Context: an optimization exercise on an open-source flow, tuned for small area, a short achievable clock period and few clock cycles. The choices shown serve that exercise and are no tape-out recipe.
In this exercise RTL edits were held to simulation tests only and were not proved equivalent to the original.
Power and IR drop assume default switching activity.

==> flow/design.v <==
module ALU(Result,Sum,A,op2,sub,f3,arith);
	output reg [31:0] Result;
	output     [31:0] Sum;
	input      [31:0] A,op2;
	input             sub,arith;
	input      [ 2:0] f3;
	wire [4:0]  sh = op2[4:0];
	wire signed [32:0] A_ext = {arith & A[31], A};
	wire [32:0] srl_w = A_ext >>> sh;
	wire [31:0] srl_r = srl_w[31:0];
	wire [31:0] sll_r = A << sh;
	assign Sum = A + op2 + {31'd0, sub};
	always @(*)
		case (f3)
			3'b001:  Result = sll_r;
			3'b100:  Result = A ^ op2;
			3'b101:  Result = srl_r;
			3'b110:  Result = A | op2;
			3'b111:  Result = A & op2;
			default: Result = Sum;
		endcase
endmodule
module RegisterFile(data1,data2,read1,read2,writeReg,writeData,Clk,regWen);
	output      [31:0] data1,data2;
	input       [31:0] writeData;
	input       [ 4:0] read1,read2,writeReg;
	input              Clk,regWen;
	reg  [31:0] registerbank [1:31];
	wire [31:0] rd_bank [0:31];
	assign rd_bank[0] = 32'd0;
	genvar i;
	generate
		for (i = 1; i < 32; i = i + 1) begin : g_reg
			assign rd_bank[i] = registerbank[i];
			always @(posedge Clk)
				if (regWen && writeReg == i)
					registerbank[i] <= writeData;
		end
	endgenerate
	assign data1 = rd_bank[read1];
	assign data2 = rd_bank[read2];
endmodule
module Pops(Clk,Rst,imem_addr,imem_rdata,dmem_addr,dmem_wdata,dmem_we,dmem_rdata);
	input Clk,Rst;
	output [31:0] imem_addr;
	input  [31:0] imem_rdata;
	output [31:0] dmem_addr;
	output [31:0] dmem_wdata;
	output        dmem_we;
	input  [31:0] dmem_rdata;
	reg [31:2] pc_f;             
	reg [31:0] a_e, b_e, op2_e;  
	reg [31:2] alt_e;            
	reg [ 4:0] rd_e;
	reg [ 2:0] f3_e;             
	reg        sub_e, arith_e, link_e, ptk_e;
	reg        wen_e, st_e, ld_e, br_e, jalr_e;
	reg [31:0] res_m, sd_m;
	reg [ 4:0] rd_m;
	reg        wen_m, st_m, ld_m;
	assign dmem_addr  = res_m;
	assign dmem_wdata = sd_m;
	assign dmem_we    = st_m;
	wire [31:0] wb_m = ld_m ? dmem_rdata : res_m;
	wire [31:0] alu_res, sum;
	ALU ALUUnit(alu_res, sum, a_e, op2_e, sub_e, f3_e, arith_e);
	wire eq  = (a_e == b_e);
	wire lt  = ($signed(a_e) < $signed(b_e));
	wire cnd = f3_e[2] ? (lt ^ f3_e[0]) : (eq ^ f3_e[0]);
	wire redirect = jalr_e | (br_e & (cnd ^ ptk_e));
	wire [31:2] redir_pc = jalr_e ? sum[31:2] : alt_e;
	wire [31:0] res_e = link_e ? {alt_e, 2'b00} : alu_res;
	assign imem_addr = {pc_f, 2'b00};
	wire [31:0] ins = imem_rdata;
	wire [4:0]  op  = ins[6:2];
	wire [4:0]  rs1 = ins[19:15];
	wire [4:0]  rs2 = ins[24:20];
	wire [4:0]  rd  = ins[11:7];
	wire [2:0]  f3  = ins[14:12];
	wire is_lui  = (op == 5'b01101);
	wire is_jal  = (op == 5'b11011);
	wire is_jalr = (op == 5'b11001);
	wire is_br   = (op == 5'b11000);
	wire is_ld   = (op == 5'b00000);
	wire is_st   = (op == 5'b01000);
	wire is_opi  = (op == 5'b00100);
	wire is_op   = (op == 5'b01100);
	wire writes  = is_lui | is_jal | is_jalr | is_ld | is_opi | is_op;
	wire is_sub  = is_op & (f3 == 3'b000) & ins[30];
	wire use1    = ~(is_lui | is_jal);
	wire use2    = is_op | is_st | is_br;
	wire [31:0] imm_i = {{20{ins[31]}}, ins[31:20]};
	wire [31:0] imm_s = {{20{ins[31]}}, ins[31:25], ins[11:7]};
	wire [31:0] imm_u = {ins[31:12], 12'd0};
	wire [31:0] imm   = is_st ? imm_s : is_lui ? imm_u : imm_i;
	wire [31:2] off_b = {{19{ins[31]}}, ins[31], ins[7], ins[30:25], ins[11:9]};
	wire [31:2] off_j = {{11{ins[31]}}, ins[31], ins[19:12], ins[20], ins[30:22]};
	wire [31:2] pc_seq = pc_f + 30'd1;
	wire [31:2] pc_tgt = pc_f + (is_jal ? off_j : off_b);
	wire        ptk    = is_jal | (is_br & ins[31]);
	wire stall = ld_e & ((use1 & rd_e == rs1) | (use2 & rd_e == rs2));
	wire [31:0] r1, r2;
	RegisterFile GPR(r1, r2, rs1, rs2, rd_m, wb_m, Clk, wen_m);
	wire [31:0] s1 = (wen_e && rd_e == rs1) ? res_e : (wen_m && rd_m == rs1) ? wb_m : r1;
	wire [31:0] s2 = (wen_e && rd_e == rs2) ? res_e : (wen_m && rd_m == rs2) ? wb_m : r2;
	wire kill = redirect | stall;    
	always @(posedge Clk) begin
		a_e     <= is_lui ? 32'd0 : s1;
		b_e     <= s2;
		op2_e   <= is_op ? (is_sub ? ~s2 : s2) : imm;
		alt_e   <= (is_br & ~ins[31]) ? pc_tgt : pc_seq;
		rd_e    <= rd;
		f3_e    <= (is_op | is_opi | is_br) ? f3 : 3'b000;
		sub_e   <= is_sub;
		arith_e <= ins[30];
		link_e  <= is_jal | is_jalr;
		ptk_e   <= ins[31];
		res_m   <= res_e;
		sd_m    <= b_e;
		rd_m    <= rd_e;
		ld_m    <= ld_e;
	end
	always @(posedge Clk or negedge Rst) begin
		if (~Rst) begin
			pc_f   <= 30'd0;
			wen_e  <= 1'b0;
			st_e   <= 1'b0;
			ld_e   <= 1'b0;
			br_e   <= 1'b0;
			jalr_e <= 1'b0;
			wen_m  <= 1'b0;
			st_m   <= 1'b0;
		end else begin
			pc_f   <= redirect ? redir_pc : stall ? pc_f : ptk ? pc_tgt : pc_seq;
			wen_e  <= ~kill & writes & (rd != 5'd0);
			st_e   <= ~kill & is_st;
			ld_e   <= ~kill & is_ld;
			br_e   <= ~kill & is_br;
			jalr_e <= ~kill & is_jalr;
			wen_m  <= wen_e;
			st_m   <= st_e;
		end
	end
endmodule
==> flow/run.sh <==
#!/bin/bash
# synth_recipe.tcl (not shown) runs the flow's synth.tcl, then flattens the netlist and writes it again
# the make line also repeats each setting of config.mk as NAME=value (left out here)
make -C /OpenROAD-flow-scripts/flow DESIGN_CONFIG=/design/flow/config.mk WORK_HOME=/design/flow/orfs CLKGATE_MAP_FILE= SYNTH_SCRIPT=/design/flow/synth_recipe.tcl finish
==> flow/config.mk <==
export PLATFORM = sky130hd
export DESIGN_NAME = Pops
export DESIGN_NICKNAME = Pops
export VERILOG_FILES = /design/flow/design.v
export SDC_FILE = /design/flow/constraint.sdc
export NUM_CORES = 4
export LEC_CHECK = 0
export ABC_CLOCK_PERIOD_IN_PS = 3500
export CAP_MARGIN = 20
export CORE_MARGIN = 2
export CORE_UTILIZATION = 40
export PLACE_DENSITY = 0.6
export SETUP_SLACK_MARGIN = 4
export SLEW_MARGIN = 20
==> flow/constraint.sdc <==
create_clock -name core_clock -period 7.5 [get_ports {Clk}]
set_input_delay 1.5000 -clock core_clock [delete_from_list [all_inputs] [get_ports {Clk}]]
set_output_delay 1.5000 -clock core_clock [all_outputs]
set_load 0.01 [all_outputs]
==> impl_metrics.tcl <==
set metrics [dict create \
    max_freq_ghz 0.247 \
    seq_area_frac_synth_pct 55.4 \
    h-tree-depth 4 \
    worst_slack_ns 3.45 \
    syn_avg_cell_area_um2 11.4 \
    ys_ff_latch 1237 \
    slew_viol_final 0 \
    track_usage_pct 41.7 \
    hold_start "st_e" \
    finalSetupTns_ns 0 \
    vias 61800 \
    crit_required_ns 8.19 \
    drt_wl_total_mm 351 \
    syn_inst 5529 \
    grt_max_degree 80 \
    ant_nets 0 \
    max_cap_violations 0 \
    cp-end-kind "register" \
    grt_pass1_wl_mm 465 \
    first_pass_iters 17 \
    root_buffer "clkbuf_16" \
    r2r-end "op2_e[19]" \
    fin_crit_ns 4.05 \
    hold_depth 0 \
    status "no timing/DRC/antenna violations" \
    synth_ff_type "edfxtp_1" \
    path_max_fanout 7 \
    cts_hold_buf 0 \
    setup_viol 0 \
    hold_violations 0 \
    final_util_pct 51.6 \
    place_ws_ns 1.47 \
    syn_area_mm2 0.0630 \
    fin_crit_sh_pct 54.0 \
    synth.distinct_cells 100 \
    rsz0062_at_grt "yes" \
    fin_cells 8271 \
    worst_pin_slew_ns 1.28 \
    layout_common_cells "edfxtp_1 (992), a22oi_1 (773), buf_4 (473), nand2_1 (450), nor2_1 (210)" \
    synth_edf_count 992 \
    cts_tree "done" \
    numPortBuffers 158 \
    dieArea_mm2 0.161 \
    fin_nets 6265 \
    async_flop_share_pct 2.99 \
    critPathArrivalTime_ns 4.74 \
    crit_slowest_cell "fa_2" \
    dpl.hpwl_mm 201 \
    cts_buffer_depth 3 \
    p_per_area_mw_per_mm2 282 \
    wl_per_cell_um 42.4 \
    drive_gt1_share_pct 26.1 \
    hold_end "st_m" \
    grt_pass1_vias 56200 \
    path_cells "buf_8 > and3b_2 > and3_4 > mux2_4 > ha_4 > inv_2 > fa_2 > nand2b_4 > a21oi_4 > o211ai_1 > buf_4 > o31ai_4 > o211ai_1 > buf_4 > a31oi_4 > mux2i_1 > and4_1 > o31a_1" \
    dieHeight_um 401 \
    overflow 0 \
    r2r_slack_ns 3.91 \
    ff2ff_path_depth 11 \
    io_pins 163 \
    slew_headroom_pct 14.5 \
    final_common_cell "edfxtp_1" \
    critical_path_class "primary input to register" \
    drt_first_iter_violations 12900 \
    path_clk_slew_ns 0.05 \
    hold_path.class "register to register" \
    routed_via_density 7.47 \
    finalClockSkew_ns 0.0468 \
    start_kind "primary input" \
    cts_sinks 1237 \
    routabilityCongestion 1.01 \
    cts_buffers 134 \
    drc 0 \
    holdWs_ns 0.348 \
    yosys_warnings 4 \
    irDropWorstVdd_uv 263 \
    critPathMaxStageDelay_ns 0.35 \
    coreArea_mm2 0.156 \
    place_inst 7508 \
    worstReg2RegStart "f3_e[0]" \
    initial_core_util_pct 40.3 \
    leakagePower_nw 29.3 \
    clock_latency_ns 0.84 \
    antenna_found_initial 28 \
    areaGrowthSynthToFinish_pct 28.0 \
    die_x_um 401 \
    num_rows 145 \
]
[metrics by stage]
step / power [mW] / instance area [um2]
floorplan: 12.0 / 64700
global placement: 14.4 / 68400
detailed placement: 14.4 / 68400
CTS: 22.0 / 78100
global route: 23.2 / 80600
finish: 22.8 / 80600
[final cells by class]
type	count	area [um2]
inverter	163	619
tap	2058	2570
multi-input combinational	3720	29500
clock buffer	168	3640
clock inverter	79	958
antenna	33	82.6
timing repair buffer	813	8310
fill	13500	75700
sequential	1237	35000
[where the power goes]
part / switching [mW] / leakage [nW] / internal (mW) / total [mW]
clock: 3.03 / 2.23 / 4.04 / 7.07
combinational: 4.09 / 15.9 / 2.45 / 6.55
sequential: 0.657 / 11.1 / 8.49 / 9.15
total: 7.78 / 29.3 / 15.0 / 22.8
[worst max-delay path by stage]
| stage | start | to | slack, ns |
|---|---|---|---|
| floorplan | imem_rdata[5] | pc_f[24] | 2.75 |
| CTS | imem_rdata[4] | pc_f[24] | 3.56 |
| global route | imem_rdata[4] | pc_f[26] | 3.33 |
| global placement | imem_rdata[22] | op2_e[14] | 1.50 |
| finish | imem_rdata[4] | pc_f[28] | 3.45 |
| detailed placement | imem_rdata[21] | op2_e[18] | 1.47 |
[Yosys cell counts (22+ instances only)]
cell type / n / area (um2)
nor2b_1: 22 / 138
dfxtp_1: 208 / 4160
clkbuf_1: 335 / 1260
nand4_1: 64 / 400
mux4_2: 66 / 1490
dfrtp_1: 37 / 926
edfxtp_1: 992 / 29800
mux2_2: 61 / 687
xnor2_1: 62 / 543
inv_1: 161 / 604
nand3_1: 195 / 976
nor2_1: 266 / 998
a22o_1: 22 / 193
and3_1: 157 / 982
a2111oi_0: 51 / 447
buf_1: 22 / 82.6
a21oi_1: 223 / 1120
mux2i_1: 80 / 801
a22oi_1: 798 / 5990
xor2_1: 42 / 368
ha_1: 127 / 1590
a21o_1: 38 / 285
nor4_1: 61 / 382
buf_2: 58 / 290
nor3_1: 96 / 480
o21ai_0: 165 / 826
a31oi_1: 28 / 175
a221oi_1: 43 / 377
o211ai_1: 29 / 218
a222oi_1: 55 / 551
nand2_1: 457 / 1720
a211oi_1: 86 / 646
and2_1: 76 / 475
[what timing repair did]
| action | 4_1_cts | 5_1_grt |
|---|---|---|
| cloned | 24 | 8 |
| setup endpoints to repair | 198 | 116 |
| pin swaps | 153 | 168 |
| setup buffers | 306 | 145 |
| gates resized for setup | 558 | 250 |
[registers in the layout, summed over array words and instances, names as in the netlist, 30 cells and up]
name              flops
op2_e                32
alt_e                30
GPR.registerbank    992
res_m                32
a_e                  32
sd_m                 32
b_e                  32
pc_f                 30
[critical path, delay by kind of cell]
| kind | cells | cell delay, ns |
|---|---|---|
| AO/OA/AOI/OAI | 6 | 1.07 |
| AND/OR/NAND/NOR | 4 | 0.87 |
| buffers and inverters | 4 | 0.49 |
| adder cells (fa/ha/maj) | 2 | 0.48 |
| multiplexers | 2 | 0.30 |
[layer usage]
metal	up-vias	track usage, %	part of all wire [%]
met4	22	33.4	11
met1	29500	48.2	32
met3	2262	19.5	17
met5	-	2.53	0.16
met2	6965	58.9	40
li1	23000	-	-
[kinds of logic (layout without fill, tap and decap cells)]
logic type | count (synthesis) | count (layout) | synth area share [%]
adder cells (fa/ha/maj) | 130 | 130 | 2.62
other | 1 | 35 | 0.00595
XOR/XNOR | 104 | 104 | 1.45
buffers and inverters | 598 | 1223 | 3.86
flip-flops | 1237 | 1237 | 55.4
AND/OR/NAND/NOR | 1508 | 1533 | 11.8
AO/OA/AOI/OAI | 1743 | 1743 | 20.2
multiplexers | 208 | 208 | 4.74
Testbench counts, summed over its fixed seeds: cycles 40,919.

-- re-timing with driven ports --
The results above use ideal ports. As a check the final layout listed here was re-extracted and re-timed, cells and wires unchanged. Step 1 sets driving cells, clkbuf_16 on the clock port and buf_2 on the other inputs (assumed; they add their load-dependent delay and slew). Step 2 adds t to the input delays and takes it off the output delays; t is the mean of the earliest and latest rising clock arrival at the registers after step 1. Input paths then give back, and output paths get back, about the clock's delay inside the block. a / b / c = no drivers / after step 1 / after step 2; a / b = the first two.
t, ns: 0.891
slack for setup (ns): 3.449 / 3.429 / 2.539
pins driven straight from the clock port: 1
After both steps this run still meets setup and hold. The setup slack of this run moves by -0.020 ns with the drivers and by -0.910 ns with both steps.
